This design comes from an exercise in tuning for small area and few clock cycles on the open sky130 flow, not from production work.
At most, simulation tests tie the RTL to the original design; equivalence was not proved.
No functional check of the RTL was part of runs 1 to 4.

==> flow/design.v <==
module huffman(
  input  logic       clk,
  input  logic       rst_n,
  input  logic       in_valid,
  input  logic [7:0] gray_data,
  output logic       CNT_valid,
  output logic [7:0] CNT1, CNT2, CNT3, CNT4, CNT5, CNT6,
  output logic       code_valid,
  output logic [7:0] HC1, HC2, HC3, HC4, HC5, HC6,
  output logic [7:0] M1, M2, M3, M4, M5, M6
);
  localparam logic [2:0] IDLE = 3'd0, COUNT = 3'd1, MG2 = 3'd2, MG3 = 3'd3,
                         MG4 = 3'd4, MG5 = 3'd5;
  logic [2:0] st;
  logic [6:0] cnt [6];
  logic [5:0] z;           
  assign z[5] = 1'b0;      
  logic       rel [6][6];  
  logic [2:0] ptr [6];
  logic [4:0] val [6];
  logic merge1, merging, late, clr;
  assign merge1  = (st == COUNT) & ~in_valid;
  assign merging = merge1 | (st >= MG2);
  assign late    = (st >= MG3);
  assign clr     = (st == IDLE) & ~in_valid;
  logic [5:0] pix;
  always_comb begin
    pix[5] = in_valid &  gray_data[2] &  gray_data[1];
    pix[4] = in_valid &  gray_data[2] & ~gray_data[1] &  gray_data[0];
    pix[3] = in_valid &  gray_data[2] & ~gray_data[1] & ~gray_data[0];
    pix[2] = in_valid & ~gray_data[2] &  gray_data[1] &  gray_data[0];
    pix[1] = in_valid & ~gray_data[2] &  gray_data[1] & ~gray_data[0];
    pix[0] = in_valid & ~gray_data[2] & ~gray_data[1] &  gray_data[0];
  end
  logic [5:0] a, b, sa, sb, r, d, gt;
  always_comb begin
    for (int x = 0; x < 6; x++) begin
      a[x] = 1'b1;
      b[x] = 1'b1;
      for (int y = 0; y < 6; y++)
        if (y < x) a[x] = a[x] & rel[y][x];
        else if (y > x) a[x] = a[x] & ~rel[x][y];
    end
    for (int x = 0; x < 6; x++) begin
      b[x] = ~a[x];
      for (int y = 0; y < 6; y++)
        if (y < x) b[x] = b[x] & (rel[y][x] | a[y]);
        else if (y > x) b[x] = b[x] & (~rel[x][y] | a[y]);
    end
    sa = merging ? a : pix;
    sb = merging ? b : 6'b0;
    for (int x = 0; x < 6; x++) begin
      r[x] = sa[x] | sb[x];
      for (int y = 0; y < x; y++) r[x] = r[x] & ~(sa[y] | sb[y]);
    end
    d = (sa | sb) & ~r;
    for (int j = 0; j < 6; j++) begin
      gt[j] = 1'b0;
      for (int x = j + 1; x < 6; x++) gt[j] = gt[j] | r[x];
    end
  end
  logic [6:0] ca, cb, sum;
  always_comb begin
    ca = '0;
    cb = '0;
    for (int x = 0; x < 6; x++) begin
      ca = ca | (cnt[x] & {7{sa[x]}});
      cb = cb | (cnt[x] & {7{sb[x]}});
    end
    sum = ca + cb + {6'b0, in_valid};
  end
  logic [5:0] xb;
  always_comb begin
    for (int j = 0; j < 6; j++) begin
      logic t;
      t = merging & ~(late & z[j]) | gt[j];
      for (int k = 0; k < 7; k++)
        t = (~sum[k] & cnt[j][k]) | (~(sum[k] ^ cnt[j][k]) & t);
      xb[j] = t;
    end
  end
  logic [5:0] ina, inb;
  logic [2:0] ridx;
  always_comb begin
    for (int s = 0; s < 6; s++) begin
      ina[s] = a[ptr[s]];
      inb[s] = b[ptr[s]];
    end
    ridx = 3'd0;
    for (int x = 0; x < 6; x++) if (r[x]) ridx = ridx | 3'(x);
  end
  logic [4:0] above [6];
  logic [4:0] lead [6];
  logic [4:0] vnext [6];
  always_comb begin
    for (int s = 0; s < 6; s++) begin
      above[s][4] = 1'b0;
      for (int j = 3; j >= 0; j--) above[s][j] = above[s][j + 1] | val[s][j + 1];
      lead[s] = val[s] & ~above[s];
      vnext[s] = (val[s] & ~lead[s]) | (lead[s] & {5{ina[s]}}) | {lead[s][3:0], 1'b0};
    end
  end
  always_ff @(posedge clk) begin
    for (int x = 0; x < 6; x++) begin
      if (r[x] | clr) cnt[x] <= sum;
      else if (d[x]) cnt[x] <= cnt[x] | 7'b1110000;
    end
    for (int x = 0; x < 5; x++) begin
      if (clr) z[x] <= 1'b0;
      else if (r[x] & late) z[x] <= 1'b1;
    end
    for (int i = 0; i < 6; i++)
      for (int j = i + 1; j < 6; j++) begin
        if (clr) rel[i][j] <= 1'b1;
        else if (d[j]) rel[i][j] <= 1'b0;
        else if (d[i]) rel[i][j] <= 1'b1;
        else if (r[i]) rel[i][j] <= ~xb[j];
        else if (r[j]) rel[i][j] <= xb[i];
      end
    for (int s = 0; s < 6; s++) begin
      if (!merging) begin
        ptr[s] <= 3'(s);
        val[s] <= 5'b00001;
      end else if (ina[s] | inb[s]) begin
        ptr[s] <= ridx;
        val[s] <= vnext[s];
      end
    end
  end
  always_ff @(posedge clk or negedge rst_n) begin
    if (!rst_n) st <= IDLE;
    else begin
      case (st)
        IDLE:    st <= in_valid ? COUNT : IDLE;
        COUNT:   st <= in_valid ? COUNT : MG2;
        MG2:     st <= MG3;
        MG3:     st <= MG4;
        MG4:     st <= MG5;
        default: st <= IDLE;
      endcase
    end
  end
  logic last;
  assign last = (st == MG5);
  logic [4:0] hc [6];
  logic [4:0] mk [6];
  always_comb begin
    for (int s = 0; s < 6; s++) begin
      hc[s] = {5{last}} & val[s] & (above[s] | {5{ina[s]}});
      mk[s] = {5{last}} & (above[s] | val[s]);
    end
  end
  assign CNT_valid  = merge1;
  assign code_valid = last;
  assign CNT1 = {1'b0, cnt[0] & {7{merge1}}};
  assign CNT2 = {1'b0, cnt[1] & {7{merge1}}};
  assign CNT3 = {1'b0, cnt[2] & {7{merge1}}};
  assign CNT4 = {1'b0, cnt[3] & {7{merge1}}};
  assign CNT5 = {1'b0, cnt[4] & {7{merge1}}};
  assign CNT6 = {1'b0, cnt[5] & {7{merge1}}};
  assign HC1 = {3'b0, hc[0]};
  assign HC2 = {3'b0, hc[1]};
  assign HC3 = {3'b0, hc[2]};
  assign HC4 = {3'b0, hc[3]};
  assign HC5 = {3'b0, hc[4]};
  assign HC6 = {3'b0, hc[5]};
  assign M1 = {3'b0, mk[0]};
  assign M2 = {3'b0, mk[1]};
  assign M3 = {3'b0, mk[2]};
  assign M4 = {3'b0, mk[3]};
  assign M5 = {3'b0, mk[4]};
  assign M6 = {3'b0, mk[5]};
endmodule
==> flow/run.sh <==
#!/bin/bash
# synth_recipe.tcl (not shown) runs the flow's synth.tcl, then flattens the netlist and writes it again
# the make line also repeats each setting of config.mk as NAME=value (left out here)
make -C /OpenROAD-flow-scripts/flow DESIGN_CONFIG=/design/flow/config.mk WORK_HOME=/design/flow/orfs CLKGATE_MAP_FILE= SYNTH_SCRIPT=/design/flow/synth_recipe.tcl finish
==> flow/config.mk <==
export PLATFORM = sky130hd
export DESIGN_NAME = huffman
export DESIGN_NICKNAME = huffman
export VERILOG_FILES = /design/flow/design.v
export SDC_FILE = /design/flow/constraint.sdc
export NUM_CORES = 4
export LEC_CHECK = 0
export ABC_AREA = 1
export ABC_CLOCK_PERIOD_IN_PS = 12000
export CAP_MARGIN = 20
export CORE_MARGIN = 2
export CORE_UTILIZATION = 65
export SLEW_MARGIN = 20
==> flow/constraint.sdc <==
create_clock -name core_clock -period 12.0 [get_ports {clk}]
set_input_delay 2.4000 -clock core_clock [delete_from_list [all_inputs] [get_ports {clk}]]
set_output_delay 2.4000 -clock core_clock [all_outputs]
set_load 0.01 [all_outputs]
==> results of run 1 <==
==> final cells by class <==
type	count	area [um^2]	share of cell area (%)
Sequential cell	113	2700	26.4
Multi-Input combinational cell	917	4660	45.5
Clock inverter	9	101	0.991
Timing Repair Buffer	113	1120	11.0
Inverter	249	935	9.14
Clock buffer	23	499	4.88
Tap cell	172	215	2.10
==> worst min path at each step <==
stage	startpoint	slack, ns	end
2_1_floorplan	z[2]	0.43	z[2]
3_3_place_gp	z[4]	0.44	z[4]
3_5_place_dp	z[1]	0.45	z[1]
4_1_cts	z[4]	0.45	z[4]
5_1_grt	z[0]	0.48	z[0]
6_report	z[4]	0.45	z[4]
==> worst max-delay path, delay by kind of cell <==
| family | cells | cell delay [ns] |
|---|---|---|
| AOI/OAI and AO/OA | 7 | 1.74 |
| xor gates and xnor gates | 2 | 0.96 |
| adders and majority gates | 3 | 1.14 |
| buffers and inverters | 4 | 1.68 |
| and+or+nand+nor | 8 | 1.15 |
==> flip-flops by register name (all words and copies together) (netlist names), named ones only <==
signal,flops
cnt,42
ptr,18
rel,15
st,3
val,24
z,5
==> through the flow <==
step | instances | hold WS (ns)
after global placement | 1564 | 0.439
final | 1596 | 0.452
after global routing | 1596 | 0.482
after detailed placement | 1564 | 0.446
after CTS | 1596 | 0.453
after floorplan | 1345 | 0.430
==> layout by cell type (no fill, tap or decap), drive strengths merged <==
master         instances
conb                  42
inv                  247
buf                    4
nor3                   9
dfxtp                 68
o211ai                29
fa                     2
nand4                  1
a21o                   1
a2111oi                1
nand2                321
xnor2                  3
edfxtp                42
or2                    1
a32o                   3
nand3                 75
a211oi                 4
a221oi                10
ha                    29
nor2                 172
bufinv                 2
a21oi                 86
and3                   1
dfrtp                  3
clkbuf                23
a31oi                  1
a22oi                  7
o221ai                15
o21bai                 6
clkinv                 7
xor2                   1
clkdlybuf4s50        109
clkinvlp               2
o21a                   1
o22ai                 20
o21ai                 76
==> routing by layer <==
layer,wire length (um),global-route usage (%)
met1,9820,44.8
met2,11900,58.4
met3,2630,5.94
met4,1140,18.3
met5,0,0
==> logic make-up (layout without fill, tap and decap cells) <==
family                     after synthesis  in the layout  synth area share [%]
AOI/OAI and AO/OA                      260            260                  18.6
xor gates and xnor gates                 4              4                 0.410
adders and majority gates               31             31                  4.71
buffers and inverters                  315            394                  15.8
DFF                                    113            113                  31.5
other                                    1             42                0.0438
and+or+nand+nor                        580            580                  28.9
==> results.json, run 1 <==
{
  "status": "no timing/DRC/antenna violations",
  "rr_endpoint": "rel[17]",
  "worstSetupPathType": "in -> reg",
  "synthToLayoutAreaGrowth_pct": 19.5,
  "die_w_um": 119,
  "postSynthCellCount": 1304,
  "first_iter_violations": 965,
  "startpoint": "in_valid",
  "arrival_ns": 9.08,
  "finalClockSkew_ns": 0.00878,
  "totalWireLength_mm": 25.5,
  "r2r_start": "st[2]",
  "reg2reg_setup_slack_ns": 5.50,
  "layout_setup_ws_ns": 3.29,
  "final.setup.tns_ns": 0,
  "post-route-util_pct": 80.4,
  "r2r_cells": 25,
  "vias_per_cell": 5.81,
  "placementRows": 41,
  "synth_top_area_share_pct": 15.9,
  "numCtsBuffers": 17,
  "first_global_vias": 8270,
  "core_um2": 12700,
  "period_share_pct": 72.6,
  "final_cell_area_um2": 10200,
  "diodes": 0,
  "crit_end": "rel[17]",
  "antenna_left": 0,
  "tritoncts": "yes",
  "avgSynthCellArea_um2": 6.56,
  "slowest_delay_ns": 0.82,
  "synthTopCellsByCount": "306 x nand2_1, 237 x inv_1, 164 x nor2_1, 86 x a21oi_1, 69 x o21ai_0",
  "crit_path_end_kind": "flop",
  "slew_violations": 0,
  "relSlewSlack_pct": 30.8,
  "grt_setup_unrepaired": "false",
  "maxCapViolCount": 0,
  "grt_max_degree": 46,
  "dp.final_hpwl_mm": 18.1,
  "async_flop_share_pct": 2.65,
  "hold_class": "reg -> reg",
  "cts.sink_count": 113,
  "wire_per_inst_um": 16.0,
  "setup_viol": 0,
  "num_io_pins": 157,
  "portBuffers": 109,
  "synth_top_flop_cell": "dfxtp_1",
  "holdPathStages": 2,
  "fillers": 959,
  "final_net_count": 1453,
  "track_usage_pct": 35.5,
  "synth-seq-area-share_pct": 31.5,
  "synth_area_um2": 8560,
  "initial_core_util_pct": 67.3,
  "place_congestion": 0.966,
  "die-area_um2": 14100,
  "synth_cell_types": 47,
  "drive_above_1_share_pct": 5.48,
  "critical_path.slowest_cell": "xnor2_1",
  "synth-seq-cells": 113,
  "path_cells": "clkdlybuf4s50_1 -> nor2_8 -> nand2_8 -> nand2_8 -> inv_2 -> nor3_1 -> inv_1 -> o22ai_1 -> a2111oi_0 -> fa_1 -> inv_1 -> fa_1 -> a21oi_1 -> o21ai_0 -> a21o_1 -> a21oi_1 -> xnor2_1 -> xnor2_1 -> ha_1 -> nand2_1 -> nand2_1 -> a211oi_1 -> nand2_1 -> nand2_1",
  "critical_path_required_ns": 12.37,
  "cts_resized": 0,
  "htreeDepth": 4,
  "antenna_found_initial": 0,
  "synth_most_common_cell": "nand2_1",
  "first_pass_iters": 7,
  "fin_crit_ns": 8.71,
  "synth-edff-count": 42,
  "chipHeight_um": 119,
  "yosysWarningCount": 10,
  "cts_root_buffer": "clkbuf_16",
  "overflow": 0,
  "drc_errors": 0,
  "worstMarginPinSlew_ns": 1.03,
  "place_area_um2": 9630,
  "cp-start-kind": "primary input",
  "pre_cts_ws_ns": 3.15,
  "holdBufCountCts": 0,
  "synth.area.top_cells": "dfxtp_1 16%, edfxtp_1 15%, nand2_1 13%",
  "grt_pass1_wl_mm": 40.2,
  "synth_top_cell_by_area": "dfxtp_1",
  "crit_top_cell": "nand2_1",
  "cp_max_fo": 45,
  "finalHoldViolCount": 0,
  "max_freq_mhz": 115,
  "clk_pin_slew_ns": 0.05,
  "clock_latency_ns": 0.43,
  "via_count": 9272,
  "clock_path_buffers": 2,
  "postCtsSetupBuffers": 0
}
==> run 2, diff against run 1 <==
--- a/flow/config.mk
+++ b/flow/config.mk
@@ -9,5 +9,5 @@
 export ABC_CLOCK_PERIOD_IN_PS = 12000
 export CAP_MARGIN = 20
 export CORE_MARGIN = 2
-export CORE_UTILIZATION = 65
+export CORE_UTILIZATION = 40
 export SLEW_MARGIN = 20
==> run 2 against run 1 <==
Net effect: still clean on timing, DRC and antenna; non-clock buffer count fell by 1; first-iteration DRC count fell by 33%; synthesized area did not move; die area rose by 60%; utilization fell by 31 points; synthesized cell count did not move; register-to-register slack improved by 0.27 ns; final area rose by 1.4%.
==> results.json, run 2 <==
{
  "portBuffers": 109,
  "postSynthCellCount": 1304,
  "hold_class": "reg -> reg",
  "cp_max_fo": 45,
  "synth_top_area_share_pct": 15.9,
  "layout_commonest_cell": "nand2_1",
  "first_global_vias": 7852,
  "num_io_pins": 157,
  "fin_crit_ns": 8.42,
  "avgSynthCellArea_um2": 6.56,
  "synth-seq-cells": 113,
  "final_cell_area_um2": 10400,
  "slew_violations": 0,
  "max_freq_mhz": 119,
  "crit_path_end_kind": "flop",
  "async_flop_share_pct": 2.65,
  "worstSetupPathType": "in -> reg",
  "crit_end": "rel[17]",
  "rr_endpoint": "rel[17]",
  "synth_cell_types": 47,
  "via_count": 8657,
  "post-route-util_pct": 49.3,
  "grt_pass1_wl_mm": 41.5,
  "largest_register_ffs": 42,
  "cts_resized": 0,
  "period_share_pct": 70.2,
  "reg_top3": "cnt (42), val (24), ptr (18)",
  "overflow": 0,
  "drc_errors": 0,
  "arrival_ns": 8.79,
  "final_cell_mix": "306 x nand2_1, 237 x inv_1, 164 x nor2_1",
  "cp-start-kind": "primary input",
  "maxCapViolCount": 0,
  "synthTopCellsByCount": "306 x nand2_1, 237 x inv_1, 164 x nor2_1, 86 x a21oi_1, 69 x o21ai_0",
  "finalClockSkew_ns": 0.0114,
  "core_um2": 21000,
  "yosysWarningCount": 10,
  "drive_above_1_share_pct": 5.55,
  "grt_setup_unrepaired": "false",
  "antenna_left": 0,
  "diodes": 0,
  "numCtsBuffers": 17,
  "wire_per_inst_um": 15.5,
  "cts_root_buffer": "clkbuf_16",
  "synth_area_um2": 8560,
  "first_pass_iters": 5,
  "critical_path_required_ns": 12.37,
  "htreeDepth": 4,
  "grt_max_degree": 46,
  "synth_most_common_cell": "nand2_1",
  "reg2reg_setup_slack_ns": 5.77,
  "die-area_um2": 22600,
  "clock_latency_ns": 0.43,
  "synth-edff-count": 42,
  "holdBufCountCts": 0,
  "initial_core_util_pct": 40.7,
  "synth-seq-area-share_pct": 31.5,
  "final.setup.tns_ns": 0,
  "synth.area.top_cells": "dfxtp_1 16%, edfxtp_1 15%, nand2_1 13%",
  "r2r_cells": 25,
  "vias_per_cell": 5.10,
  "cts.sink_count": 113,
  "status": "no timing/DRC/antenna violations",
  "final_net_count": 1452,
  "die_w_um": 150,
  "finalHoldViolCount": 0,
  "synthToLayoutAreaGrowth_pct": 21.2,
  "startpoint": "in_valid",
  "tritoncts": "yes",
  "largest-register": "cnt",
  "place_congestion": 0.920,
  "first_iter_violations": 643,
  "antenna_found_initial": 0,
  "r2r_start": "st[2]",
  "clk_pin_slew_ns": 0.06,
  "chipHeight_um": 150,
  "worstMarginPinSlew_ns": 0.930,
  "setup_viol": 0,
  "dp.final_hpwl_mm": 19.2,
  "placementRows": 53,
  "synth_top_flop_cell": "dfxtp_1",
  "relSlewSlack_pct": 37.9,
  "synth_top_cell_by_area": "dfxtp_1",
  "clock_path_buffers": 2,
  "totalWireLength_mm": 26.3,
  "track_usage_pct": 23.7,
  "postCtsSetupBuffers": 0,
  "place_area_um2": 9750
}
[run 2: layer usage]
metal	GRT usage [%]	vias to the layer above	wire, um
met1	31.5	3961	11800
met4	9.67	0	740
met5	0	-	0
met3	3.55	51	1490
li1	-	4361	-
met2	38.9	284	12200
[run 2: worst min-delay path by stage]
stage          from  slack, ns  depth (start not counted)  endpoint
6_report       z[1]       0.45                          2      z[1]
4_1_cts        z[2]       0.45                          2      z[2]
3_3_place_gp   z[2]       0.44                          2      z[2]
5_1_grt        z[2]       0.46                          2      z[2]
3_5_place_dp   z[2]       0.44                          2      z[2]
2_1_floorplan  z[2]       0.43                          2      z[2]
[run 2: through the flow]
stage	setup slack (ns)	hold slack, ns	std cells
after floorplan	5.62	0.430	1345
after global placement	2.94	0.440	1666
after detailed placement	2.90	0.445	1666
after CTS	3.32	0.453	1698
after global routing	3.12	0.462	1698
final	3.58	0.455	1698
[run 2: worst max-delay path, stage by stage]
cell and delay, ns:
clkdlybuf4s50_1 0.75, nor2_8 0.09, nand2_8 0.24, nand2_8 0.26, inv_2 0.56, nor3_1 0.14, inv_1 0.31, o22ai_1 0.12
a2111oi_0 0.61, fa_1 0.31, inv_1 0.07, fa_1 0.46, a21oi_1 0.14, o21ai_0 0.20, a21o_1 0.22, a21oi_1 0.26
xnor2_1 0.17, xnor2_2 0.50, ha_1 0.34, nand2_1 0.08, nand2_1 0.13, a211oi_1 0.24, nand2_1 0.09, nand2_1 0.07
[run 2: area by class of cell]
| type | instances | area (um^2) |
|---|---|---|
| fill | 2162 | 10600 |
| multi-input combinational | 917 | 4670 |
| sequential | 113 | 2700 |
| timing repair buffer | 112 | 1110 |
| inverter | 249 | 935 |
| clock buffer | 18 | 450 |
| tap | 275 | 344 |
| clock inverter | 14 | 160 |
[run 2: cell families (layout without fill, tap and decap cells)]
| kind of cell | after synthesis | after routing | share of synthesized area, % |
|---|---|---|---|
| DFF | 113 | 113 | 31.5 |
| other | 1 | 42 | 0.0438 |
| adders and majority gates | 31 | 31 | 4.71 |
| and+or+nand+nor | 580 | 580 | 28.9 |
| xor gates and xnor gates | 4 | 4 | 0.410 |
| buffers and inverters | 315 | 393 | 15.8 |
| AOI/OAI and AO/OA | 260 | 260 | 18.6 |
==> run 3, diff against run 2 <==
--- a/flow/design.v
+++ b/flow/design.v
@@ -17,6 +17,7 @@
   assign z[5] = 1'b0;      
   logic       rel [6][6];  
   logic [2:0] ptr [6];
+  localparam logic [17:0] PMASK = {3'b111, 3'b111, 3'b011, 3'b011, 3'b001, 3'b000};
   logic [4:0] val [6];
   logic merge1, merging, late, clr;
   assign merge1  = (st == COUNT) & ~in_valid;
@@ -122,7 +123,7 @@
         ptr[s] <= 3'(s);
         val[s] <= 5'b00001;
       end else if (ina[s] | inb[s]) begin
-        ptr[s] <= ridx;
+        ptr[s] <= ridx & PMASK[3*s +: 3];   
         val[s] <= vnext[s];
       end
     end
--- a/flow/config.mk
+++ b/flow/config.mk
@@ -9,5 +9,6 @@
 export ABC_CLOCK_PERIOD_IN_PS = 12000
 export CAP_MARGIN = 20
 export CORE_MARGIN = 2
-export CORE_UTILIZATION = 40
+export CORE_UTILIZATION = 50
+export CTS_BUF_LIST = sky130_fd_sc_hd__clkbuf_8
 export SLEW_MARGIN = 20
==> run 3 against run 2 <==
Net effect: global-route usage grew 3.2 points; critical path type unchanged; hold slack gained 0.0062 ns; non-clock buffer count grew 3.
==> results.json, run 3 <==
{
  "maxCapViolCount": 0,
  "cp_max_fo": 33,
  "status": "no timing/DRC/antenna violations",
  "reg2reg_setup_slack_ns": 6.53,
  "synth_most_common_cell": "nand2_1",
  "async_flop_share_pct": 2.83,
  "largest-register": "cnt",
  "dpl.cell_count": 1503,
  "finalNonFillerCells": 1519,
  "place_congestion": 0.868,
  "portBuffers": 109,
  "final_net_count": 1340,
  "synthTopCellsByCount": "248 x nand2_1, 212 x inv_1, 159 x nor2_1, 74 x a21oi_1, 61 x dfxtp_1",
  "final.setup.tns_ns": 0,
  "totalWireLength_mm": 23.8,
  "wire_per_inst_um": 15.7,
  "track_usage_pct": 26.9,
  "rr_endpoint": "rel[23]",
  "core_um2": 15900,
  "synth_top_cell_by_area": "edfxtp_1",
  "synth_cell_types": 50,
  "postSynthCellCount": 1196,
  "num_io_pins": 157,
  "clock_path_buffers": 2,
  "via_count": 7997,
  "relSlewSlack_pct": 30.0,
  "cts_resized": 0,
  "postCtsSetupBuffers": 0,
  "holdPathStages": 2,
  "drive_above_1_share_pct": 7.52,
  "slowest_delay_ns": 0.82,
  "hold_class": "reg -> reg",
  "grt_max_degree": 44,
  "clk_pin_slew_ns": 0.11,
  "slew_violations": 0,
  "holdBufCountCts": 0,
  "numCtsBuffers": 9,
  "finalHoldViolCount": 0,
  "worstMarginPinSlew_ns": 1.04,
  "critical_path.slowest_cell": "xnor2_1",
  "overflow": 0,
  "setup_viol": 0,
  "grt_pass1_wl_mm": 37.5,
  "clock_latency_ns": 0.40,
  "synth_area_um2": 8180,
  "hold_start": "z[2]",
  "reg_top3": "cnt (42), val (24), rel (15)",
  "r2r_start": "rel[4]",
  "synth_top_flop_cell": "dfxtp_1",
  "placementRows": 46,
  "arrival_ns": 7.94,
  "die_w_um": 132,
  "cts.sink_count": 106,
  "tritoncts": "yes",
  "synth-seq-area-share_pct": 31.3,
  "crit_path_end_kind": "flop",
  "cp-start-kind": "primary input",
  "critical_path_required_ns": 12.35,
  "antenna_found_initial": 0,
  "crit_top_cell": "nand2_1",
  "largest_register_ffs": 42,
  "path_cells": "clkdlybuf4s50_1 -> o21ai_4 -> buf_4 -> nand2_1 -> nand2_2 -> o22ai_1 -> nor3_1 -> fa_1 -> inv_1 -> fa_1 -> a21oi_1 -> o21ai_0 -> a21o_1 -> a21oi_1 -> xnor2_1 -> xnor2_1 -> ha_1 -> nand2_1 -> nand2_1 -> o21ai_0 -> inv_1 -> nand2_1 -> nand2_1 -> nand2_1",
  "first_pass_iters": 5,
  "max_freq_mhz": 132,
  "finalClockSkew_ns": 0.0128,
  "die-area_um2": 17400,
  "period_share_pct": 63.2,
  "fillers": 1594,
  "first_iter_violations": 629,
  "hold_end": "z[2]",
  "multi_input_area_um2": 4510,
  "diodes": 0,
  "htreeDepth": 3,
  "antenna_left": 0,
  "first_global_vias": 7155,
  "regArea_um2": 2560,
  "fin_crit_ns": 7.59,
  "r2r_cells": 28,
  "layout_commonest_cell": "nand2_1",
  "cts_root_buffer": "clkbuf_8",
  "final_cell_mix": "248 x nand2_1, 213 x inv_1, 159 x nor2_1",
  "synth-seq-cells": 106,
  "synthToLayoutAreaGrowth_pct": 16.7,
  "chipHeight_um": 132,
  "worstSetupPathType": "in -> reg",
  "vias_per_cell": 5.26,
  "yosysWarningCount": 10,
  "dp.final_hpwl_mm": 17.8,
  "synth_top_area_share_pct": 15.4,
  "hold-worst-slack_ns": 0.461,
  "synth.area.top_cells": "edfxtp_1 15%, dfxtp_1 15%, nand2_1 11%",
  "synth-edff-count": 42,
  "initial_core_util_pct": 51.3,
  "drc_errors": 0,
  "avgSynthCellArea_um2": 6.84,
  "grt_setup_unrepaired": "false"
}
-- run 3: changes by cell type after synthesis, sizes merged, moves of 3 or more --
cell | previous run | this run
o211ai | 29 | 18
nand3 | 75 | 61
nor3 | 9 | 13
a21oi | 86 | 75
a32o | 3 | 0
o22ai | 20 | 23
a211oi | 4 | 9
dfxtp | 68 | 61
nand2 | 321 | 268
nor2 | 172 | 178
o21ai | 76 | 66
inv | 246 | 223
o31ai | 0 | 5
-- run 3: how the worst max path moves through the flow --
stage	to	from	slack [ns]	cells after the start
2_1_floorplan	rel[23]	in_valid	5.73	24
3_3_place_gp	rel[23]	in_valid	4.06	24
3_5_place_dp	rel[23]	in_valid	4.07	24
4_1_cts	rel[23]	in_valid	4.45	24
5_1_grt	rel[23]	in_valid	4.05	23
6_report	rel[23]	in_valid	4.41	24
-- run 3: layout make-up --
| class | instances | area share [%] |
|---|---|---|
| repair buffers | 115 | 11.9 |
| clock inverters | 5 | 0.812 |
| multi-input cells | 840 | 47.2 |
| flip-flops and latches | 106 | 26.8 |
| well taps | 216 | 2.83 |
| clock buffers | 11 | 1.59 |
| inverters | 226 | 8.91 |
-- run 3: worst max-delay path, delay by kind of cell --
family          cells  cell delay, ns
fa+ha+maj           3            1.09
simple gates        8            1.03
buf+inv             4            1.14
xor+xnor            2            0.94
compound gates      7            1.33
-- run 3: kinds of logic after synthesis --
| logic type | after synthesis | share of synthesized area [%] |
|---|---|---|
| adder cells (fa/ha/maj) | 31 | 4.92 |
| AND/OR/NAND/NOR | 523 | 29.3 |
| XOR/XNOR | 4 | 0.428 |
| flip-flops | 106 | 31.3 |
| other | 1 | 0.0458 |
| AO/OA/AOI/OAI | 240 | 18.4 |
| buffers and inverters | 291 | 15.6 |
-- run 3: metrics by stage --
| step | util [%] | instance area, um^2 | worst slack [ns] |
|---|---|---|---|
| CTS | 59.9 | 9550 | 4.45 |
| detailed placement | 58.5 | 9320 | 4.07 |
| floorplan | - | 8340 | 5.73 |
| global placement | 58.5 | 9320 | 4.06 |
| finish | 59.9 | 9550 | 4.41 |
| global route | 59.9 | 9550 | 4.05 |
-- run 3: routing by layer --
| metal | vias to the layer above | track usage [%] | wire length (um) |
|---|---|---|---|
| met3 | 30 | 3.34 | 1430 |
| met4 | 0 | 7.73 | 446 |
| met2 | 276 | 46.3 | 11600 |
| met1 | 3682 | 35.6 | 10300 |
| li1 | 4009 | - | - |
| met5 | - | 0 | 0 |
==> run 4, diff against run 3 <==
==> flow/flow/run.sh (new file) <==
#!/bin/bash
# Own layout flow: the standard synthesis, then its combinational logic
# re-mapped for area (every flip-flop kept as the standard synthesis made
# it, same instance name and cell), then the standard layout steps with
# small port buffers. Each tool's output goes to a log file here.
set -euo pipefail
here=$(pwd)
res=$here/orfs/results/$FLOW_PLATFORM/huffman/base
lib=$FLOW_HOME/platforms/$FLOW_PLATFORM/lib/sky130_fd_sc_hd__tt_025C_1v80.lib
yosys_bin=${YOSYS_EXE:-$FLOW_HOME/../tools/install/yosys/bin/yosys}

# 1. standard synthesis, netlist only
bash standard.sh "$res/1_2_yosys.v" > "$here/flow_synth.log" 2>&1
cp "$res/1_2_yosys.v" "$here/standard_synth.v"

# 2. re-map the combinational logic for area
grep -o 'cell *( *"\?sky130_fd_sc_hd__[a-z0-9_]*' "$lib" | sed 's/.*(\s*"\?//' \
  | grep -E "__(df|edf|sdf|sedf|dl|conb|lpflow|probe)" | tr '\n' ' ' > "$here/keep_cells.txt"
REOPT_LIB=$lib REOPT_KEEP=$here/keep_cells.txt REOPT_IN=$here/standard_synth.v \
  REOPT_OUT=$here/reopt.v REOPT_SCRIPT=$here/flow/area.abc \
  "$yosys_bin" -c "$here/flow/reopt.tcl" > "$here/flow_reopt.log" 2>&1
cp "$here/reopt.v" "$res/1_2_yosys.v"
rm -f "$res/1_synth.odb" "$res/1_synth.sdc"

# 3. the standard layout from there, ports buffered with the smallest buffer
bash standard.sh "BUFFER_PORTS_ARGS=-buffer_cell sky130_fd_sc_hd__buf_1" finish \
  > "$here/flow_layout.log" 2>&1
==> flow/flow/area.abc (new file) <==
strash; dch; map -a; topo
==> flow/flow/reopt.tcl (new file) <==
yosys -import
# Re-map the combinational logic of a mapped netlist for area, keeping
# every flip-flop (and its instance name) as it is.
set lib $::env(REOPT_LIB)
set keep [read [open $::env(REOPT_KEEP)]]
read_liberty -ignore_miss_func $lib
foreach c $keep { catch { blackbox $c } }
read_verilog $::env(REOPT_IN)
hierarchy -top huffman
flatten
opt_clean -purge
set du {}
foreach c $keep { if {[string match *lpflow* $c] || [string match *probe* $c]} { lappend du -dont_use $c } }
abc -liberty $lib {*}$du -script $::env(REOPT_SCRIPT)
opt_clean -purge
hilomap -singleton -hicell sky130_fd_sc_hd__conb_1 HI -locell sky130_fd_sc_hd__conb_1 LO
splitnets
opt_clean -purge
stat -liberty $lib
write_verilog -noattr -nohex -nodec $::env(REOPT_OUT)
==> flow/standard.sh (new file) <==
#!/bin/bash
# synth_recipe.tcl (not shown) runs the flow's synth.tcl, then flattens the netlist and writes it again
# the make line also repeats each setting of config.mk as NAME=value (left out here)
make -C /OpenROAD-flow-scripts/flow DESIGN_CONFIG=/design/flow/config.mk WORK_HOME=/design/flow/orfs CLKGATE_MAP_FILE= SYNTH_SCRIPT=/design/flow/synth_recipe.tcl "${@:-finish}"
--- a/flow/config.mk
+++ b/flow/config.mk
@@ -10,5 +10,4 @@
 export CAP_MARGIN = 20
 export CORE_MARGIN = 2
 export CORE_UTILIZATION = 50
-export CTS_BUF_LIST = sky130_fd_sc_hd__clkbuf_8
 export SLEW_MARGIN = 20
removed: flow/run.sh
==> run 4 against run 3 <==
Net effect: still clean; non-clock buffer count is 7 higher; critical path depth is 3 higher; cell count is 10% lower; flip-flop and latch count stayed put; synthesized area is 17% lower; first-iteration DRC count is 21% higher; sequential share of layout area is 5.4 points higher; routed wire length is 8.6% lower.
==> results.json, run 4 <==
{
  "status": "no timing/DRC/antenna violations",
  "grt_setup_unrepaired": "false",
  "drc_errors": 0,
  "placementRows": 42,
  "dp.final_hpwl_mm": 16.5,
  "fillers": 1369,
  "reg2reg_setup_slack_ns": 5.22,
  "htreeDepth": 3,
  "cp-start-kind": "primary input",
  "slew_violations": 0,
  "layout_setup_ws_ns": 3.83,
  "arrival_ns": 8.42,
  "worstSetupPathType": "in -> reg",
  "drive_above_1_share_pct": 3.12,
  "hold_class": "reg -> reg",
  "core_um2": 13200,
  "initial_core_util_pct": 51.1,
  "track_usage_pct": 29.8,
  "antenna_left": 0,
  "pre_cts_ws_ns": 3.58,
  "num_io_pins": 157,
  "portBuffers": 109,
  "wire_per_inst_um": 16.0,
  "max_freq_mhz": 122,
  "crit_path_end_kind": "flop",
  "cts_resized": 0,
  "chipHeight_um": 120,
  "final_net_count": 1191,
  "avgSynthCellArea_um2": 6.72,
  "first_pass_iters": 6,
  "final_cell_area_um2": 7940,
  "via_count": 7685,
  "clock_latency_ns": 0.36,
  "overflow": 0,
  "yosysWarningCount": 10,
  "clk_pin_slew_ns": 0.08,
  "reg_top3": "cnt (42), val (24), rel (15)",
  "diodes": 0,
  "fin_crit_ns": 8.17,
  "place_congestion": 0.960,
  "finalClockSkew_ns": 0.0117,
  "synth_area_um2": 6770,
  "multi_input_area_um2": 3700,
  "first_global_vias": 6515,
  "postSynthCellCount": 1006,
  "cp_max_fo": 50,
  "layout_commonest_cell": "nor2_1",
  "place_area_um2": 7650,
  "worstMarginPinSlew_ns": 0.883,
  "first_iter_violations": 762,
  "relSlewSlack_pct": 40.7,
  "period_share_pct": 68.1,
  "cts_root_buffer": "clkbuf_16",
  "dpl.cell_count": 1345,
  "critical_path_required_ns": 12.24,
  "finalHoldViolCount": 0,
  "holdBufCountCts": 0,
  "tritoncts": "yes",
  "largest_register_ffs": 42,
  "totalWireLength_mm": 21.7,
  "maxCapViolCount": 0,
  "grt_pass1_wl_mm": 34.0,
  "die_w_um": 120,
  "setup_viol": 0,
  "postCtsSetupBuffers": 0,
  "vias_per_cell": 5.65,
  "antenna_found_initial": 0,
  "largest-register": "cnt",
  "cts.sink_count": 106,
  "clock_path_buffers": 2,
  "regArea_um2": 2560,
  "final_cell_mix": "232 x nor2_1, 177 x clkinv_1, 118 x nand2_1",
  "synthToLayoutAreaGrowth_pct": 17.4,
  "post-route-util_pct": 60.0,
  "finalNonFillerCells": 1361,
  "hold-worst-slack_ns": 0.447,
  "numCtsBuffers": 9,
  "die-area_um2": 14500,
  "final.setup.tns_ns": 0,
  "grt_max_degree": 51
}
run 4: cell type report:
cell class	count	area share [%]
multi-input combinational	763	46.6
clock inverter	5	0.441
tap	176	2.77
sequential	106	32.2
timing repair buffer	122	6.38
inverter	178	8.41
clock buffer	11	3.20
run 4: path summary, 6_finish.rpt:
path | from | end | cells past startpoint
worst max-delay path | in_valid | rel[17] | 27
worst min-delay path | z[2] | z[2] | 2
worst max register to register | rel[8] | rel[1] | 23
worst min register to register | z[2] | z[2] | 2
max in group asynchronous | rst_n | st[0] | 1
min in group asynchronous | rst_n | st[1] | 1
run 4: critical path, cell delays in order:
cell	delay [ns]
buf_1	0.25
nor2_1	0.13
nor2_4	0.11
buf_4	0.44
clkinv_1	0.64
a31oi_1	0.34
nor2_1	0.11
clkinv_1	0.18
o22ai_1	0.10
a2111oi_0	0.47
nand2_1	0.16
nand2_1	0.13
nand2_1	0.07
or3_2	0.40
nand2_1	0.23
clkinv_1	0.42
a221oi_1	0.41
o22ai_1	0.10
o21ai_0	0.18
a21oi_1	0.08
a21oi_1	0.12
o21ai_0	0.11
o221ai_1	0.08
o21ai_0	0.18
or2_2	0.36
a22oi_1	0.14
nand2_1	0.06
run 4: per-layer routing:
layer	up-vias	part of all wire, %	GRT usage [%]
li1	3799	-	-
met1	3465	46	45.4
met2	380	41	42.8
met3	41	11	5.14
met4	0	1.9	9.45
met5	-	0	0
==> run 5, diff against run 4 <==
--- a/flow/design.v
+++ b/flow/design.v
@@ -91,14 +91,15 @@
     for (int x = 0; x < 6; x++) if (r[x]) ridx = ridx | 3'(x);
   end
   logic [4:0] above [6];
-  logic [4:0] lead [6];
   logic [4:0] vnext [6];
   always_comb begin
     for (int s = 0; s < 6; s++) begin
       above[s][4] = 1'b0;
       for (int j = 3; j >= 0; j--) above[s][j] = above[s][j + 1] | val[s][j + 1];
-      lead[s] = val[s] & ~above[s];
-      vnext[s] = (val[s] & ~lead[s]) | (lead[s] & {5{ina[s]}}) | {lead[s][3:0], 1'b0};
+      for (int j = 0; j < 5; j++)
+        vnext[s][j] = above[s][j] ? val[s][j] :
+                      val[s][j]   ? ~inb[s] :
+                      (j > 0) & (ina[s] | inb[s]) & val[s][(j > 0) ? j - 1 : 0];
     end
   end
   always_ff @(posedge clk) begin
@@ -122,8 +123,8 @@
       if (!merging) begin
         ptr[s] <= 3'(s);
         val[s] <= 5'b00001;
-      end else if (ina[s] | inb[s]) begin
-        ptr[s] <= ridx & PMASK[3*s +: 3];   
+      end else begin
+        if (ina[s] | inb[s]) ptr[s] <= ridx & PMASK[3*s +: 3];   
         val[s] <= vnext[s];
       end
     end
@@ -148,7 +149,7 @@
   always_comb begin
     for (int s = 0; s < 6; s++) begin
       hc[s] = {5{last}} & val[s] & (above[s] | {5{ina[s]}});
-      mk[s] = {5{last}} & (above[s] | val[s]);
+      mk[s] = {{4{last}} & (above[s][4:1] | val[s][4:1]), last};
     end
   end
   assign CNT_valid  = merge1;
==> run 5 against run 4 <==
Net effect: first-iteration DRC count shrank 10%; still clean; count of clock-buffer cells in the layout is the same; flip-flop and latch count is the same.
==> results.json, run 5 <==
{
  "crit_end": "rel[22]",
  "maxCapViolCount": 0,
  "final_cell_area_um2": 7800,
  "first_pass_iters": 5,
  "layout_commonest_cell": "nor2_1",
  "antenna_found_initial": 0,
  "finalClockSkew_ns": 0.00930,
  "fin_crit_ns": 8.63,
  "holdBufCountCts": 0,
  "wire_per_inst_um": 15.8,
  "chipHeight_um": 120,
  "via_count": 7573,
  "r2r_cells": 29,
  "fillers": 1334,
  "totalWireLength_mm": 21.2,
  "dp.final_hpwl_mm": 16.2,
  "r2r_start": "st[1]",
  "drc_errors": 0,
  "yosysWarningCount": 9,
  "synth_area_um2": 6680,
  "cp_max_fo": 50,
  "grt_setup_unrepaired": "false",
  "clock_path_buffers": 2,
  "startpoint": "in_valid",
  "clock_latency_ns": 0.36,
  "rr_endpoint": "rel[22]",
  "track_usage_pct": 29.6,
  "cp-start-kind": "primary input",
  "postCtsSetupBuffers": 0,
  "max_freq_mhz": 116,
  "htreeDepth": 3,
  "slowest_delay_ns": 0.76,
  "cts_root_buffer": "clkbuf_16",
  "first_iter_violations": 683,
  "largest_register_ffs": 42,
  "vias_per_cell": 5.64,
  "diodes": 0,
  "regArea_um2": 2560,
  "period_share_pct": 71.9,
  "hold-worst-slack_ns": 0.451,
  "synthToLayoutAreaGrowth_pct": 16.9,
  "place_congestion": 0.935,
  "worstMarginPinSlew_ns": 1.03,
  "multi_input_area_um2": 3640,
  "slew_violations": 0,
  "overflow": 0,
  "final_net_count": 1173,
  "final_cell_mix": "236 x nor2_1, 170 x clkinv_1, 121 x nand2_1",
  "finalHoldViolCount": 0,
  "core_um2": 13100,
  "pre_cts_ws_ns": 3.22,
  "cts_resized": 0,
  "portBuffers": 109,
  "tritoncts": "yes",
  "critical_path_required_ns": 12.28,
  "relSlewSlack_pct": 30.4,
  "grt_max_degree": 51,
  "layout_setup_ws_ns": 3.37,
  "antenna_left": 0,
  "numCtsBuffers": 9,
  "die-area_um2": 14300,
  "largest-register": "cnt",
  "crit_path_end_kind": "flop",
  "drive_above_1_share_pct": 2.91,
  "avgSynthCellArea_um2": 6.73,
  "worstSetupPathType": "in -> reg",
  "setup_viol": 0,
  "grt_pass1_wl_mm": 33.5,
  "initial_core_util_pct": 50.8,
  "placementRows": 42,
  "crit_top_cell": "nor2_1",
  "final.setup.tns_ns": 0,
  "first_global_vias": 6358,
  "postSynthCellCount": 992,
  "num_io_pins": 157,
  "arrival_ns": 8.91,
  "place_area_um2": 7540,
  "cts.sink_count": 106,
  "die_w_um": 120,
  "critical_path.slowest_cell": "o21ai_0",
  "status": "no timing/DRC/antenna violations",
  "reg2reg_setup_slack_ns": 5.19,
  "hold_class": "reg -> reg",
  "clk_pin_slew_ns": 0.07,
  "reg_top3": "cnt (42), val (30), rel (15)"
}
[run 5: per-layer routing]
metal	track usage (%)	vias up	part of all wire (%)
li1	-	3719	-
met1	46.4	3417	47
met2	40.9	399	40
met3	5.85	38	11
met4	8.16	0	2.1
met5	0	-	0
[run 5: stage by stage]
stage | util, % | instances
final | 59.4 | 1343
after global routing | 59.4 | 1343
after CTS | 59.4 | 1343
after detailed placement | 57.4 | 1327
after global placement | 57.4 | 1327
after floorplan | - | 1033
[run 5: critical path: cells and delay by family]
kind	cells	cell delay [ns]
AND/OR/NAND/NOR	12	1.47
buffers and inverters	8	2.24
AO/OA/AOI/OAI	9	2.76
[run 5: final cells by class]
cell class | instances | area share [%]
multi-input combinational | 756 | 46.7
timing repair buffer | 118 | 6.11
clock buffer | 11 | 2.98
inverter | 171 | 8.23
tap | 176 | 2.82
sequential | 106 | 32.8
clock inverter | 5 | 0.401
[run 5: worst min-delay path by stage]
stage | cells after the start | slack (ns) | from | end
5_1_grt | 2 | 0.49 | z[3] | z[3]
4_1_cts | 2 | 0.45 | z[2] | z[2]
3_3_place_gp | 2 | 0.43 | z[2] | z[2]
2_1_floorplan | 2 | 0.43 | z[2] | z[2]
6_report | 2 | 0.45 | z[2] | z[2]
3_5_place_dp | 2 | 0.44 | z[2] | z[2]
Testbench counts of run 5, summed over its fixed seeds: cycles 20,344.
==> run 6, diff against run 5 <==
--- a/flow/flow/run.sh
+++ b/flow/flow/run.sh
@@ -23,5 +23,5 @@
 rm -f "$res/1_synth.odb" "$res/1_synth.sdc"
 
 # 3. the standard layout from there, ports buffered with the smallest buffer
-bash standard.sh "BUFFER_PORTS_ARGS=-buffer_cell sky130_fd_sc_hd__buf_1" finish \
+bash standard.sh "BUFFER_PORTS_ARGS=-buffer_cell sky130_fd_sc_hd__buf_1" SKIP_REPAIR_TIE_FANOUT=1 finish \
   > "$here/flow_layout.log" 2>&1
--- a/flow/config.mk
+++ b/flow/config.mk
@@ -10,4 +10,7 @@
 export CAP_MARGIN = 20
 export CORE_MARGIN = 2
 export CORE_UTILIZATION = 50
+export CTS_BUF_LIST = sky130_fd_sc_hd__clkbuf_8
+export CTS_CLUSTER_DIAMETER = 100
+export CTS_CLUSTER_SIZE = 40
 export SLEW_MARGIN = 20
==> run 6 against run 5 <==
Net effect: final area shrank 2.5%; still clean on timing, DRC and antenna; die area stayed put; count of clock-buffer cells in the layout down 2; global-route usage rose by 1.0 points; via count fell by 1.5%; flip-flop and latch count stayed put; register-to-register slack worse by 0.10 ns.
==> results.json, run 6 <==
{
  "layout_setup_ws_ns": 3.53,
  "maxCapViolCount": 0,
  "crit_path_end_kind": "flop",
  "r2r_start": "st[1]",
  "antenna_found_initial": 0,
  "setup_viol": 0,
  "yosysWarningCount": 9,
  "postCtsSetupBuffers": 0,
  "final_cell_area_um2": 7610,
  "dpl.cell_count": 1285,
  "die-area_um2": 14300,
  "fin_crit_ns": 8.47,
  "final_net_count": 1133,
  "overflow": 0,
  "holdBufCountCts": 0,
  "hold_start": "z[2]",
  "htreeDepth": 3,
  "num_io_pins": 157,
  "place_area_um2": 7380,
  "postSynthCellCount": 992,
  "track_usage_pct": 30.6,
  "post-route-util_pct": 57.9,
  "reg2reg_setup_slack_ns": 5.09,
  "relSlewSlack_pct": 22.2,
  "diodes": 0,
  "critical_path.slowest_cell": "o21ai_0",
  "synthToLayoutAreaGrowth_pct": 14.0,
  "worstSetupPathType": "in -> reg",
  "grt_pass1_wl_mm": 34.4,
  "layout_commonest_cell": "nor2_1",
  "grt_setup_unrepaired": "false",
  "synth_area_um2": 6680,
  "grt_max_degree": 51,
  "chipHeight_um": 120,
  "final_cell_mix": "236 x nor2_1, 170 x clkinv_1, 121 x nand2_1",
  "holdPathStages": 2,
  "initial_core_util_pct": 50.8,
  "clock_latency_ns": 0.40,
  "cp-start-kind": "primary input",
  "slew_violations": 0,
  "first_global_vias": 6705,
  "cp_num_buf_inv": 6,
  "portBuffers": 109,
  "hold-worst-slack_ns": 0.455,
  "finalHoldViolCount": 0,
  "drc_errors": 0,
  "hold_class": "reg -> reg",
  "avgSynthCellArea_um2": 6.73,
  "place_congestion": 0.971,
  "core_um2": 13100,
  "clk_pin_slew_ns": 0.11,
  "first_iter_violations": 562,
  "first_pass_iters": 7,
  "largest-register": "cnt",
  "cts_root_buffer": "clkbuf_8",
  "fillers": 1384,
  "finalClockSkew_ns": 0.0128,
  "via_count": 7462,
  "largest_register_ffs": 42,
  "hold_end": "z[2]",
  "arrival_ns": 8.77,
  "slowest_delay_ns": 0.90,
  "worstMarginPinSlew_ns": 1.16,
  "critical_path_required_ns": 12.30,
  "cts_resized": 0,
  "reg_top3": "cnt (42), val (30), rel (15)",
  "numCtsBuffers": 9,
  "die_w_um": 120,
  "antenna_left": 0,
  "wire_per_inst_um": 16.8,
  "final.setup.tns_ns": 0,
  "cts.sink_count": 106,
  "rr_endpoint": "rel[23]",
  "finalNonFillerCells": 1303,
  "period_share_pct": 70.6,
  "drive_above_1_share_pct": 3.19,
  "r2r_cells": 30,
  "crit_top_cell": "nor2_1",
  "tritoncts": "yes",
  "status": "no timing/DRC/antenna violations",
  "pre_cts_ws_ns": 3.17,
  "regArea_um2": 2560,
  "max_freq_mhz": 118,
  "cp_top_family": "compound AO/OA/AOI/OAI gates",
  "totalWireLength_mm": 21.9,
  "clock_path_buffers": 2,
  "vias_per_cell": 5.73,
  "placementRows": 42,
  "dp.final_hpwl_mm": 16.5,
  "multi_input_area_um2": 3490,
  "cp_max_fo": 50
}
run 6: per-layer routing:
metal | GRT usage (%) | vias up | wire length (um)
met3 | 4.18 | 73 | 1460
met2 | 51.0 | 332 | 10300
met1 | 37.8 | 3370 | 9080
met5 | 0 | - | 0
li1 | - | 3687 | -
met4 | 17.9 | 0 | 1150
run 6: worst reg2reg max path, delay by kind of cell (launching register included):
kind / cells / cell delay, ns
and+or+nand+nor: 14 / 1.85
buffers and inverters: 6 / 1.07
DFF: 1 / 0.42
AOI/OAI and AO/OA: 10 / 3.41
run 6: area by class of cell:
| type | instances | share of cell area [%] |
|---|---|---|
| clock buffers | 9 | 1.63 |
| clock inverters | 7 | 1.02 |
| inverters | 171 | 8.44 |
| multi-input cells | 715 | 45.8 |
| flip-flops and latches | 106 | 33.6 |
| well taps | 176 | 2.89 |
| repair buffers | 119 | 6.56 |
run 6: worst max path at each step:
stage	cells past startpoint	endpoint	startpoint	slack [ns]
finish	29	rel[23]	in_valid	3.53
global route	31	rel[23]	in_valid	3.02
CTS	29	rel[23]	in_valid	3.59
detailed placement	29	rel[23]	in_valid	3.17
global placement	29	rel[23]	in_valid	3.23
floorplan	25	rel[29]	in_valid	3.59
==> run 7, diff against run 6 <==
--- a/flow/design.v
+++ b/flow/design.v
@@ -16,8 +16,8 @@
   logic [5:0] z;           
   assign z[5] = 1'b0;      
   logic       rel [6][6];  
-  logic [2:0] ptr [6];
-  localparam logic [17:0] PMASK = {3'b111, 3'b111, 3'b011, 3'b011, 3'b001, 3'b000};
+  logic [2:0] par [6];     
+  localparam logic [17:0] PMASK = {3'b111, 3'b011, 3'b011, 3'b001, 3'b000, 3'b000};
   logic [4:0] val [6];
   logic merge1, merging, late, clr;
   assign merge1  = (st == COUNT) & ~in_valid;
@@ -80,12 +80,23 @@
       xb[j] = t;
     end
   end
-  logic [5:0] ina, inb;
+  logic [5:0] dead, ina, inb;
   logic [2:0] ridx;
   always_comb begin
-    for (int s = 0; s < 6; s++) begin
-      ina[s] = a[ptr[s]];
-      inb[s] = b[ptr[s]];
+    for (int x = 0; x < 6; x++) dead[x] = &cnt[x][6:4];
+    ina[0] = a[0];
+    inb[0] = b[0];
+    for (int s = 1; s < 6; s++) begin
+      logic pa, pb;
+      pa = ina[0];
+      pb = inb[0];
+      for (int q = 1; q < s; q++)
+        if (par[s] == 3'(q)) begin
+          pa = ina[q];
+          pb = inb[q];
+        end
+      ina[s] = dead[s] ? pa : a[s];
+      inb[s] = dead[s] ? pb : b[s];
     end
     ridx = 3'd0;
     for (int x = 0; x < 6; x++) if (r[x]) ridx = ridx | 3'(x);
@@ -120,13 +131,9 @@
         else if (r[j]) rel[i][j] <= xb[i];
       end
     for (int s = 0; s < 6; s++) begin
-      if (!merging) begin
-        ptr[s] <= 3'(s);
-        val[s] <= 5'b00001;
-      end else begin
-        if (ina[s] | inb[s]) ptr[s] <= ridx & PMASK[3*s +: 3];   
-        val[s] <= vnext[s];
-      end
+      if (!merging) val[s] <= 5'b00001;
+      else val[s] <= vnext[s];
+      if (d[s]) par[s] <= ridx & PMASK[3*s +: 3];
     end
   end
   always_ff @(posedge clk or negedge rst_n) begin
==> run 7 against run 6 <==
Net effect: flip-flop and latch count decreased by 3; count of clock-buffer cells in the layout is 2 higher; largest cell class unchanged.
==> results.json, run 7 <==
{
  "status": "no timing/DRC/antenna violations",
  "track_usage_pct": 30.1,
  "fillers": 1322,
  "overflow": 0,
  "final.setup.tns_ns": 0,
  "chipHeight_um": 119,
  "antenna_left": 0,
  "post-route-util_pct": 58.9,
  "critical_path.slowest_cell": "a2111oi_0",
  "diodes": 0,
  "finalClockSkew_ns": 0.0224,
  "clock_path_buffers": 2,
  "hold-worst-slack_ns": 0.452,
  "first_pass_iters": 5,
  "place_congestion": 0.972,
  "die-area_um2": 14100,
  "place_area_um2": 7290,
  "max_freq_mhz": 118,
  "worstSetupPathType": "in -> reg",
  "postCtsSetupBuffers": 0,
  "drive_above_1_share_pct": 2.99,
  "cp_max_fo": 40,
  "numCtsBuffers": 9,
  "grt_max_degree": 43,
  "cts_resized": 0,
  "met1_length_mm": 9.42,
  "dr_wl_met2_mm": 10.0,
  "synth_area_um2": 6570,
  "cts.sink_count": 103,
  "grt_setup_unrepaired": "false",
  "reg2reg_setup_slack_ns": 5.12,
  "vias_per_cell": 5.79,
  "largest_register_ffs": 42,
  "via_count": 7381,
  "totalWireLength_mm": 21.7,
  "drc_errors": 0,
  "first_iter_violations": 724,
  "worstMarginPinSlew_ns": 0.832,
  "topRoutingLayerUsed": "met4",
  "crit_path_end_kind": "flop",
  "postSynthCellCount": 967,
  "fin_crit_ns": 8.47,
  "clock_latency_ns": 0.38,
  "setup_viol": 0,
  "layout_commonest_cell": "nor2_1",
  "holdBufCountCts": 0,
  "antenna_found_initial": 0,
  "period_share_pct": 70.5,
  "clk_pin_slew_ns": 0.10,
  "dp.final_hpwl_mm": 16.6,
  "initial_core_util_pct": 51.7,
  "placementRows": 41,
  "final_cell_area_um2": 7490,
  "htreeDepth": 3,
  "final_net_count": 1109,
  "cp-start-kind": "primary input",
  "cts_root_buffer": "clkbuf_8",
  "met3_length_mm": 1.74,
  "largest-register": "cnt",
  "synthToLayoutAreaGrowth_pct": 14.0,
  "maxCapViolCount": 0,
  "first_global_vias": 6422,
  "finalHoldViolCount": 0,
  "critical_path_required_ns": 12.28,
  "reg_top3": "cnt (42), val (30), rel (15)",
  "slew_violations": 0,
  "core_um2": 12700,
  "relSlewSlack_pct": 44.2,
  "tritoncts": "yes",
  "avgSynthCellArea_um2": 6.80,
  "grt_pass1_wl_mm": 33.6,
  "arrival_ns": 8.74,
  "slowest_delay_ns": 0.76,
  "portBuffers": 109,
  "wire_per_inst_um": 17.0,
  "hold_class": "reg -> reg",
  "final_cell_mix": "217 x nor2_1, 161 x clkinv_1, 144 x nand2_1",
  "yosysWarningCount": 9,
  "num_io_pins": 157,
  "die_w_um": 119
}
run 7: through the flow:
step                cells  worst slack (ns)
finish               1275              3.53
global route         1275              3.09
CTS                  1275              3.69
detailed placement   1259              3.31
floorplan             967              3.47
global placement     1259              3.32
run 7: worst paths after layout:
path,start,endpoint,depth (start not counted)
worst max-delay path,in_valid,rel[9],25
worst min-delay path,z[2],z[2],2
worst max register to register,rel[10],rel[9],29
worst min register to register,z[2],z[2],2
max in group asynchronous,rst_n,st[0],1
min in group asynchronous,rst_n,st[1],1
run 7: final cells by class:
type                    count  area (um^2)  share of cell area (%)
inverters                 161          604                    8.06
clock buffers              11          151                    2.02
well taps                 172          215                    2.87
multi-input cells         703         3400                    45.4
flip-flops and latches    103         2580                    34.4
clock inverters             5         51.3                   0.684
repair buffers            120          492                    6.56
run 7: per-layer routing:
metal / track usage (%) / vias up
li1: - / 3589
met1: 41.8 / 3370
met2: 49.5 / 382
met3: 2.65 / 40
met4: 10.0 / 0
met5: 0 / -
run 7: critical path: cells and delay by family:
family | cells | cell delay [ns]
simple gates | 10 | 1.83
compound gates | 10 | 3.02
buf+inv | 5 | 1.46
Testbench counts of run 7, summed over its fixed seeds: cycles 20,344.
==> run 8, diff against run 7 <==
--- a/flow/flow/run.sh
+++ b/flow/flow/run.sh
@@ -2,7 +2,8 @@
 # Own layout flow: the standard synthesis, then its combinational logic
 # re-mapped for area (every flip-flop kept as the standard synthesis made
 # it, same instance name and cell), then the standard layout steps with
-# small port buffers. Each tool's output goes to a log file here.
+# small port buffers, one tie cell for the constant outputs and a clock
+# tree of small buffers without dummy loads. Each tool's output goes to a log file here.
 set -euo pipefail
 here=$(pwd)
 res=$here/orfs/results/$FLOW_PLATFORM/huffman/base
@@ -23,5 +24,9 @@
 rm -f "$res/1_synth.odb" "$res/1_synth.sdc"
 
 # 3. the standard layout from there, ports buffered with the smallest buffer
-bash standard.sh "BUFFER_PORTS_ARGS=-buffer_cell sky130_fd_sc_hd__buf_1" SKIP_REPAIR_TIE_FANOUT=1 finish \
+cts="-sink_clustering_enable -repair_clock_nets -dont_use_dummy_load"
+cts="$cts -buf_list sky130_fd_sc_hd__clkbuf_8 -root_buf sky130_fd_sc_hd__clkbuf_8"
+cts="$cts -sink_clustering_size 30 -sink_clustering_max_diameter 100"
+bash standard.sh "BUFFER_PORTS_ARGS=-buffer_cell sky130_fd_sc_hd__buf_1" \
+  SKIP_REPAIR_TIE_FANOUT=1 "CTS_ARGS=$cts" finish \
   > "$here/flow_layout.log" 2>&1
--- a/flow/config.mk
+++ b/flow/config.mk
@@ -10,7 +10,5 @@
 export CAP_MARGIN = 20
 export CORE_MARGIN = 2
 export CORE_UTILIZATION = 50
-export CTS_BUF_LIST = sky130_fd_sc_hd__clkbuf_8
-export CTS_CLUSTER_DIAMETER = 100
-export CTS_CLUSTER_SIZE = 40
+export GPL_TIMING_DRIVEN = 0
 export SLEW_MARGIN = 20
==> run 8 against run 7 <==
Net effect: global-route usage is 0.21 points higher; hold slack better by 0.0018 ns; utilization is 0.83 points lower; still clean on timing, DRC and antenna; flip-flop and latch count stayed put; sequential share of layout area is 0.49 points higher; routed wire length is 0.35% lower; via count is 0.33% lower; maximum frequency is 8.2% lower; highest routed layer unchanged; clock skew is 0.0020 ns higher; worst setup slack worse by 0.76 ns.
==> results.json, run 8 <==
{
  "largest-register": "cnt",
  "r2r_start": "st[1]",
  "track_usage_pct": 30.3,
  "rr_endpoint": "rel[9]",
  "worstSetupPathType": "in -> reg",
  "arrival_ns": 9.50,
  "drc_errors": 0,
  "die_w_um": 119,
  "portBuffers": 109,
  "first_global_vias": 6404,
  "antenna_left": 0,
  "vias_per_cell": 5.83,
  "clock_path_buffers": 2,
  "crit_path_end_kind": "flop",
  "slowest_delay_ns": 0.86,
  "num_io_pins": 157,
  "tritoncts": "yes",
  "reg_top3": "cnt (42), val (30), rel (15)",
  "cts_resized": 0,
  "grt_max_degree": 43,
  "worst-path-stages": 26,
  "final_net_count": 1102,
  "finalClockSkew_ns": 0.0244,
  "antenna_found_initial": 0,
  "period_share_pct": 76.9,
  "numCtsBuffers": 9,
  "largest_register_ffs": 42,
  "clock_latency_ns": 0.38,
  "dp.final_hpwl_mm": 16.6,
  "slew_violations": 0,
  "relSlewSlack_pct": 20.4,
  "setup_viol": 0,
  "placementRows": 41,
  "maxCapViolCount": 0,
  "fin_crit_ns": 9.22,
  "cts_root_buffer": "clkbuf_8",
  "first_pass_iters": 5,
  "synth_area_um2": 6570,
  "max_freq_mhz": 108,
  "finalNonFillerCells": 1261,
  "cp_top_family": "compound AO/OA/AOI/OAI gates",
  "busiest_layer": "met2",
  "synthToLayoutAreaGrowth_pct": 12.4,
  "holdBufCountCts": 0,
  "critical_path.slowest_cell": "o21ai_1",
  "totalWireLength_mm": 21.6,
  "yosysWarningCount": 9,
  "met3_usage_pct": 4.44,
  "grt_pass1_wl_mm": 33.7,
  "worstMarginPinSlew_ns": 1.18,
  "avgSynthCellArea_um2": 6.80,
  "cts.sink_count": 103,
  "postSynthCellCount": 967,
  "core_um2": 12700,
  "final.setup.tns_ns": 0,
  "finalHoldViolCount": 0,
  "diodes": 0,
  "startpoint": "in_valid",
  "status": "no timing/DRC/antenna violations",
  "grtUsageMet2_pct": 49.1,
  "chipHeight_um": 119,
  "critical_path_required_ns": 12.27,
  "crit_end": "rel[9]",
  "wire_per_inst_um": 17.2,
  "final_cell_mix": "216 x nor2_1, 160 x clkinv_1, 144 x nand2_1",
  "place_congestion": 0.974,
  "reg2reg_setup_slack_ns": 4.69,
  "grtUsageMet1_pct": 41.4,
  "overflow": 0,
  "cp_num_buf_inv": 5,
  "die-area_um2": 14100,
  "r2r_cells": 27,
  "postCtsSetupBuffers": 0,
  "hold_class": "reg -> reg",
  "cp_max_fo": 32,
  "drive_above_1_share_pct": 2.20,
  "dpl.cell_count": 1252,
  "clk_pin_slew_ns": 0.10,
  "grt_setup_unrepaired": "false",
  "layout_commonest_cell": "nor2_1",
  "htreeDepth": 3,
  "first_iter_violations": 767,
  "cp-start-kind": "primary input",
  "initial_core_util_pct": 51.7,
  "via_count": 7357
}
## run 8: layout make-up
| type | count | area, um^2 |
|---|---|---|
| flip-flops and latches | 103 | 2580 |
| multi-input cells | 703 | 3410 |
| well taps | 172 | 215 |
| clock buffers | 9 | 124 |
| repair buffers | 113 | 459 |
| fillers | 1311 | 5330 |
| inverters | 161 | 604 |
## run 8: tightest hold or removal path: cells and delay by family, from the launching register on
family                 cells  cell delay [ns]
flip-flops                 1             0.31
buffers and inverters      1             0.05
AO/OA/AOI/OAI              1             0.06
## run 8: per-stage QoR
| step | setup slack (ns) | util, % | hold slack [ns] | cell area, um^2 |
|---|---|---|---|---|
| 4_1_cts | 2.77 | 58.1 | 0.455 | 7390 |
| 3_5_place_dp | 2.40 | 57.1 | 0.440 | 7270 |
| 5_1_grt | 2.26 | 58.1 | 0.487 | 7390 |
| 2_1_floorplan | 3.47 | - | 0.425 | 6570 |
| 6_report | 2.78 | 58.1 | 0.454 | 7390 |
| 3_3_place_gp | -0.547 | 56.6 | 0.437 | 7200 |
## run 8: routing by layer
metal	wire length [um]	up-vias
met4	575	0
met2	9830	392
met5	0	-
met1	9330	3332
met3	1910	48
li1	-	3585
## run 8: worst min path at each step
| stage | cells past startpoint | end | slack (ns) | from |
|---|---|---|---|---|
| floorplan | 2 | z[2] | 0.43 | z[2] |
| global placement | 2 | z[2] | 0.44 | z[2] |
| detailed placement | 2 | z[2] | 0.44 | z[2] |
| CTS | 2 | z[2] | 0.45 | z[2] |
| global route | 2 | z[2] | 0.49 | z[2] |
| finish | 2 | z[2] | 0.45 | z[2] |

## afterwards: timing with drivers on the ports
How much do the figures lean on ideal ports? The routed layouts below were timed once more, with nothing changed but the port constraints. Step 1 assumes that a clkbuf_16 drives the clock port and a buf_2 every other input. Step 2 adds t to the input delays and takes it off the output delays; t is the mean of the earliest and latest rising clock arrival at the registers after step 1. Input paths then give back, and output paths get back, about the clock's delay inside the block. Slacks: ideal ports / drivers / drivers and shift; pairs: ideal ports / drivers.
| run | t (ns) | slack for setup (ns) | slew at the worst register clock pin (ns) | worst slew at a driven data input, ns |
|---|---|---|---|---|
| run 1 | 0.471 | 3.289 / 3.302 / 2.832 | 0.06 / 0.06 | 0.04 |
| run 2 | 0.471 | 3.581 / 3.605 / 3.135 | 0.06 / 0.06 | 0.05 |
| run 3 | 0.434 | 4.410 / 4.429 / 3.995 | 0.11 / 0.11 | 0.03 |
| run 4 | 0.393 | 3.825 / 3.841 / 3.448 | 0.08 / 0.08 | 0.05 |
| run 5 | 0.394 | 3.371 / 3.390 / 2.996 | 0.07 / 0.07 | 0.05 |
| run 6 | 0.433 | 3.526 / 3.546 / 3.112 | 0.11 / 0.11 | 0.06 |
| run 7 | 0.408 | 3.534 / 3.546 / 3.137 | 0.11 / 0.11 | 0.03 |
| run 8 | 0.409 | 2.776 / 2.789 / 2.380 | 0.10 / 0.10 | 0.03 |
After both steps every run listed still meets setup and hold. For run 1, which loses most, drivers alone change the setup slack by +0.013 ns; drivers and shift together by -0.457 ns.
